This design comes from an exercise in tuning for small area on the open sky130 flow, not from production work. The RTL was checked by simulation tests, not by an equivalence proof against the original design.

Setup of run 1:
Design fir, start of the top module:
module fir(input clk, input rst, input wire signed [15:0] x, output reg signed [31:0] y);
Size in the first run: ~3700 cells after synthesis, roughly 50 I/O pins, about 0.055 mm² of cells after synthesis.
==> flow/config.mk <==
export PLATFORM = sky130hd
export DESIGN_NAME = fir
export DESIGN_NICKNAME = fir
export VERILOG_FILES = /design/flow/design.v
export SDC_FILE = /design/flow/constraint.sdc
export NUM_CORES = 4
export LEC_CHECK = 0
export CAP_MARGIN = 20
export CORE_MARGIN = 2
export CORE_UTILIZATION = 60
export CTS_CLUSTER_DIAMETER = 120
export CTS_CLUSTER_SIZE = 24
export GPL_TIMING_DRIVEN = 0
export SETUP_SLACK_MARGIN = 0.1
export SLEW_MARGIN = 20
export SYNTH_HIERARCHICAL = 1
export SYNTH_MINIMUM_KEEP_SIZE = 0
==> flow/constraint.sdc <==
create_clock -name core_clock -period 8.0 [get_ports {clk}]
set_input_delay 1.6000 -clock core_clock [delete_from_list [all_inputs] [get_ports {clk}]]
set_output_delay 1.6000 -clock core_clock [all_outputs]
set_load 0.01 [all_outputs]
run.sh (not shown) runs the stock make flow with config.mk's settings and CLKGATE_MAP_FILE= SYNTH_SCRIPT=/design/flow/synth_recipe.tcl, a recipe that flattens the netlist after the stock synthesis.
> inputs changed (run 1 -> run 2)
--- a/flow/design.v
+++ b/flow/design.v
@@ -89,23 +89,26 @@
 		d53 <= d52;
 		d54 <= ~(d53 | {16{~vg54}});
 		d55 <= d54;
 		d56 <= ~(d55 & {16{vg56}});
 	end
 	reg [31:0] r0, r1;
 	wire [31:0] sa = {c3453, ~c3441, c3431, c3416, c3399, ~c3377, ~c3352, ~c3325, ~c3298, c3267, ~c3231, ~c3192, ~c3152, c3107, ~s3104, c3021, c2982, ~c2941, ~s2940, c2864, s2863, s2827, s2795, ~c2747, s2743, ~s2719, s2700, s2682, s2667, s2654, s2645, s2638};
 	wire [31:0] sb = {~s3457, s3452, ~s3440, s3430, s3415, s3398, ~s3376, ~s3351, ~s3324, ~s3297, s3266, ~s3230, ~s3191, ~s3151, s3106, s3065, s3020, s2981, 1'b0, ~s2902, 1'b0, 1'b0, 1'b0, s2770, ~s2746, s2721, 1'b0, 1'b0, 1'b0, 1'b0, 1'b0, 1'b0};
-	always @(posedge clk) begin
-		r0 <= {~(c2421 | vz), ~(c2409 & vnz), ~(c2392 & vnz), ~(c2367 | vz), ~(c2336 | vz), ~(c2296 & vnz), ~(c2242 & vnz), ~(c2188 & vnz), ~(c2126 | vz), ~(c2056 | vz), ~(c1974 | vz), ~(c1888 | vz), ~(c1797 & vnz), ~(c1703 | vz), ~(c1600 | vz), ~(c1500 & vnz), ~(s1499 | vz), ~(c1302 | vz), ~(s1301 | vz), ~(c1121 & vnz), ~(c1036 | vz), ~(s1035 & vnz), ~(s962 | vz), ~(s893 & vnz), ~(c789 & vnz), ~(c745 | vz), ~(s744 & vnz), ~(s703 & vnz), ~(s678 & vnz), ~(s657 | vz), ~(s641 | vz), ~(s629 & vnz)};
-		r1 <= {~(s2423 & vnz), ~(s2420 & vnz), ~(s2408 | vz), ~(s2391 & vnz), ~(s2366 & vnz), ~(s2335 & vnz), ~(s2295 | vz), ~(s2241 & vnz), ~(s2187 | vz), ~(s2125 & vnz), ~(s2055 & vnz), ~(s1973 & vnz), ~(s1887 & vnz), ~(s1796 | vz), ~(s1702 & vnz), ~(s1599 & vnz), 1'b0, ~(s1397 | vz), 1'b0, ~(s1203 | vz), ~(s1120 | vz), 1'b0, 1'b0, 1'b0, ~(s837 & vnz), ~(s788 | vz), 1'b0, ~(s707 | vz), ~(s681 | vz), ~(s659 & vnz), ~(s644 | vz), ~(s632 & vnz)};
-	end
 	always @(posedge clk or negedge rst) begin
-		if (!rst) y <= 32'sd0;
-		else y <= (sa + sb) & {32{vnz}};
+		if (!rst) begin
+			r0 <= 32'h670915b9;
+			r1 <= 32'hdd7b0085;
+			y <= 32'sd0;
+		end else begin
+			r0 <= {~(c2421 | vz), ~(c2409 & vnz), ~(c2392 & vnz), ~(c2367 | vz), ~(c2336 | vz), ~(c2296 & vnz), ~(c2242 & vnz), ~(c2188 & vnz), ~(c2126 | vz), ~(c2056 | vz), ~(c1974 | vz), ~(c1888 | vz), ~(c1797 & vnz), ~(c1703 | vz), ~(c1600 | vz), ~(c1500 & vnz), ~(s1499 | vz), ~(c1302 | vz), ~(s1301 | vz), ~(c1121 & vnz), ~(c1036 | vz), ~(s1035 & vnz), ~(s962 | vz), ~(s893 & vnz), ~(c789 & vnz), ~(c745 | vz), ~(s744 & vnz), ~(s703 & vnz), ~(s678 & vnz), ~(s657 | vz), ~(s641 | vz), ~(s629 & vnz)};
+			r1 <= {~(s2423 & vnz), ~(s2420 & vnz), ~(s2408 | vz), ~(s2391 & vnz), ~(s2366 & vnz), ~(s2335 & vnz), ~(s2295 | vz), ~(s2241 & vnz), ~(s2187 | vz), ~(s2125 & vnz), ~(s2055 & vnz), ~(s1973 & vnz), ~(s1887 & vnz), ~(s1796 | vz), ~(s1702 & vnz), ~(s1599 & vnz), 1'b0, ~(s1397 | vz), 1'b0, ~(s1203 | vz), ~(s1120 | vz), 1'b0, 1'b0, 1'b0, ~(s837 & vnz), ~(s788 | vz), 1'b0, ~(s707 | vz), ~(s681 | vz), ~(s659 & vnz), ~(s644 | vz), ~(s632 & vnz)};
+			y <= (sa + sb) & {32{vnz}};
+		end
 	end
 	wire s1, c2, s3, c4, s5, c6, s7, c8, s9, c10, s11, c12, s13, c14, s15, c16;
 	wire s17, c18, s19, c20, s21, c22, s23, c24, s25, c26, s27, c28, s29, c30, n31, s32;
 	wire c33, s34, c35, s36, c37, s38, c39, s40, c41, s42, c43, s44, c45, s46, c47, s48;
 	wire c49, s50, c51, s52, c53, s54, c55, s56, c57, s58, c59, s60, c61, s62, c63, n64;
 	wire s65, c66, s67, c68, s69, c70, s71, c72, s73, c74, s75, c76, s77, c78, s79, c80;
 	wire s81, c82, s83, c84, s85, c86, s87, c88, s89, c90, s91, c92, s93, c94, n95, s96;
 	wire c97, n98, s99, c100, n101, s102, c103, n104, s105, c106, n107, s108, c109, n110, s111, c112;
### Flow results
On per-cell via count in the routed design, run 1 tracks run 2 almost exactly. Summary of run 2 over run 1: placed wire-length estimate after detailed placement now sits higher; aggregate routed wire length now sits higher; layout overhead on the synthesized area now sits higher; latest clock arrival within the worst-skew pair now sits at about the same level. Post-layout instance area went up slightly going from run 1 to run 2. Non-clock inverter total of the final layout: run 2 vs run 1, no meaningful difference. Relative to run 1, minimum setup slack in the final design has decreased by 0.034 ns in run 2. Compared to run 1, run 2 has maximum frequency 0.44% lower. Changes observed in run 2 relative to run 1: via count of the routed design increased 0.92%.

[separate check: timing with driven ports]
In the flow no input, the clock included, has a driving cell. The finished layouts below were timed again as built, in two steps. Step 1, drivers: a clkbuf_16 drives clk and a buf_2 each remaining input, both assumed. Step 2 adds t to the input delays and takes it off the output delays; t is the mean of the earliest and latest rising clock arrival at the registers after step 1. Input paths then give back, and output paths get back, about the clock's delay inside the block. a / b / c = ideal / step 1 / step 2; a / b = the first two.
run | t, ns | slack for setup (ns) | clock arrival spread, ns | slew at the worst register clock pin (ns) | pins driven straight from the clock port
run 1 | 0.752 | 0.193 / 0.193 / 0.193 | 0.079 / 0.079 | 0.11 / 0.11 | 1
run 2 | 0.738 | 0.159 / 0.159 / 0.159 | 0.096 / 0.095 | 0.11 / 0.11 | 1
After both steps setup and hold are still met in every run listed.
